What follows belongs to an exercise in optimizing a design on an open flow for a short achievable clock period and few clock cycles; a production flow would make more cautious choices.
Function was checked by simulation only, so behaviour that the tests miss may differ from the original.
No activity file was given, so power comes from the tool's default toggle rates.

v6:
## ARM
module ARM (
	input clk,
	input rst,
	output [31:0] imem_addr,
	input  [31:0] imem_rdata,
	output [31:0] dmem_addr,
	output [31:0] dmem_wdata,
	output dmem_rd_en,
	output dmem_wr_en,
	input  [31:0] dmem_rdata,
	input  dmem_ready
);
clock: 18.0 ns
lec_check: 0
cap_margin: 20
core_margin: 2
core_utilization: 40
setup_slack_margin: 0.4
slew_margin: 20
standard.sh (not shown) runs the stock make flow with config.mk's settings and CLKGATE_MAP_FILE= SYNTH_SCRIPT=/design/flow/synth_recipe.tcl, a recipe that flattens the netlist after the stock synthesis.
==> flow/flow/run.sh <==
#!/bin/bash
# Layout flow: the standard ORFS flow (standard.sh, unchanged synthesis),
# with repair_timing asked for a setup margin so that it optimises the layout
# for a shorter period than the constraint's 18 ns, and the port buffers made
# with a regular buffer cell. The clock period and the SDC stay the design's.
set -euo pipefail
cd "$(dirname "${BASH_SOURCE[0]}")/.."
bash standard.sh SETUP_SLACK_MARGIN=14 \
  "BUFFER_PORTS_ARGS=-buffer_cell sky130_fd_sc_hd__buf_4" \
  finish > flow_make.log 2>&1
v6 finished every step from synthesis to the final layout, and the layout passed the timing, design-rule and antenna checks.
Testbench counts of v6, summed over its fixed seeds: cycles 38,991.
Changes in v20 relative to v6:
-- flow/flow/run.sh --
<<< v6, line 4
# for a shorter period than the constraint's 18 ns, and the port buffers made
# with a regular buffer cell. The clock period and the SDC stay the design's.
>>> v20, line 4
# for a shorter period than the constraint's 18 ns, the port buffers made
# with a regular buffer cell, and clock tree synthesis with smaller sink
# clusters and no dummy loads (a shorter clock tree). The clock period and the
# SDC stay the design's.
<<< v6, line 8
bash standard.sh SETUP_SLACK_MARGIN=14 \
>>> v20, line 10
bash standard.sh SETUP_SLACK_MARGIN=13.5 \
<<< v6, line 10
>>> v20, line 12
  "CTS_ARGS=-sink_clustering_enable -repair_clock_nets -dont_use_dummy_load -sink_clustering_size 18 -sink_clustering_max_diameter 100" \
## What came out
- Compared with v6, first-pass GRT wire length in v20 decreased by a few percent.
- Per the comparison of v20 with v6, non-clock buffer count fell by 340, routing usage on met2 now smaller, portion of total power attributed to the clock network shows a reduction of 6.4 points, routed wire length shrank by 25000 um.
- Looking at proportion of cell area spent on the clock network, v20 sits 2.4 points below v6.
- Comparing v6 and v20, transition time at the pin with the least slew margin is higher on v6.
## Diff of input files: v36 against v20
==> flow/flow/run.sh <==
#!/bin/bash
# Layout flow: the standard ORFS flow (standard.sh, unchanged synthesis),
# with repair_timing asked for a setup margin so that it optimises the layout
# for a shorter period than the constraint's 18 ns, and the port buffers made
# with a regular buffer cell. The clock period and the SDC stay the design's.
set -euo pipefail
cd "$(dirname "${BASH_SOURCE[0]}")/.."
bash standard.sh SETUP_SLACK_MARGIN=13.5 \
  "BUFFER_PORTS_ARGS=-buffer_cell sky130_fd_sc_hd__buf_4" \
  finish > flow_make.log 2>&1
Notes after the runs:
- Non-clock buffer count delta (v20 -> v36): insignificant
- v20 → v36: worst-case setup slack after placement neither gained nor lost much; fmax grew by about 1%; flip-flop and latch count after synthesis stayed essentially flat.
- Net switching component of the power is higher on v36
- Launching instance or port of the critical path = pc[7]$_SDFFE_PP0P_: v36; launching instance or port of the critical path = imem_rdata[1]: v20
- In the metrics for v36 and v20, the one carrying the lower worst-case reg-to-reg path depth is v20.
- Mux contribution to synthesized area came out exactly the same in v36 and v20.
- Compared with v20, v36 instantiates a larger number of cells.

Another version of the RTL of ARM (not shown whole).
For scale: about 11000 cells after synthesis, about 170 I/O pins.
clock: 18.0 ns
lec_check: 0
cap_margin: 20
core_margin: 2
core_utilization: 45
setup_slack_margin: 0.4
slew_margin: 20
synth_hierarchical: 1
==> flow/flow/run.sh <==
#!/bin/bash
# Layout flow: the standard ORFS flow (standard.sh, unchanged synthesis),
# with repair_timing asked for a setup margin so that it optimises the layout
# for a shorter period than the constraint's 18 ns, the port buffers made
# with a regular buffer cell, and clock tree synthesis with smaller sink
# clusters and no dummy loads (a shorter clock tree). The clock period and the
# SDC stay the design's.
set -euo pipefail
cd "$(dirname "${BASH_SOURCE[0]}")/.."
bash standard.sh SETUP_SLACK_MARGIN=13.5 \
  "BUFFER_PORTS_ARGS=-buffer_cell sky130_fd_sc_hd__buf_4" \
  "CTS_ARGS=-sink_clustering_enable -repair_clock_nets -dont_use_dummy_load -sink_clustering_size 18 -sink_clustering_max_diameter 100" \
  finish > flow_make.log 2>&1
Testbench counts at the start, summed over its fixed seeds: cycles 38,166.
Next try:
--- a/flow/flow/run.sh
+++ b/flow/flow/run.sh
@@ -11,3 +11,3 @@
   "BUFFER_PORTS_ARGS=-buffer_cell sky130_fd_sc_hd__buf_4" \
-  "CTS_ARGS=-sink_clustering_enable -repair_clock_nets -dont_use_dummy_load -sink_clustering_size 18 -sink_clustering_max_diameter 100" \
+  "CTS_ARGS=-sink_clustering_enable -repair_clock_nets -dont_use_dummy_load -sink_clustering_size 15 -sink_clustering_max_diameter 80" \
   finish > flow_make.log 2>&1
What happened: Sequential power is about the same. Sequential share of layout area shrinks by 0.36 points. Total power grows by 3.2%.

[separate check: timing with driven ports]
The results above use ideal ports. As a check the final layouts listed here were re-extracted and re-timed, cells and wires unchanged.
Step 1: set_driving_cell puts a clkbuf_16 on clk and a buf_2 on each other input, an assumption about the parent block.
Step 2 adds t to the input delays and takes it off the output delays; t is the mean of the earliest and latest rising clock arrival at the registers after step 1. Input paths then give back, and output paths get back, about the clock's delay inside the block.
Three values: ideal, step 1, step 2; two values: the first two.
run	t, ns	setup WS [ns]	worst setup path at the end	worst register clock-pin slew, ns
v6	0.945	13.067 / 12.968 / 12.187	input to register	0.07 / 0.07
v20	0.866	13.033 / 13.020 / 12.224	input to register	0.09 / 0.09
v36	0.939	13.085 / 12.983 / 12.249	input to register	0.08 / 0.08
the first run of note 2	0.891	13.050 / 12.949 / 12.170	input to register	0.09 / 0.09
the second run of note 2	0.885	13.075 / 12.977 / 12.123	input to register	0.08 / 0.08
After both steps every run listed still meets setup and hold. For the second run of note 2, which loses most, drivers alone change the setup slack by -0.098 ns; drivers and shift together by -0.952 ns.
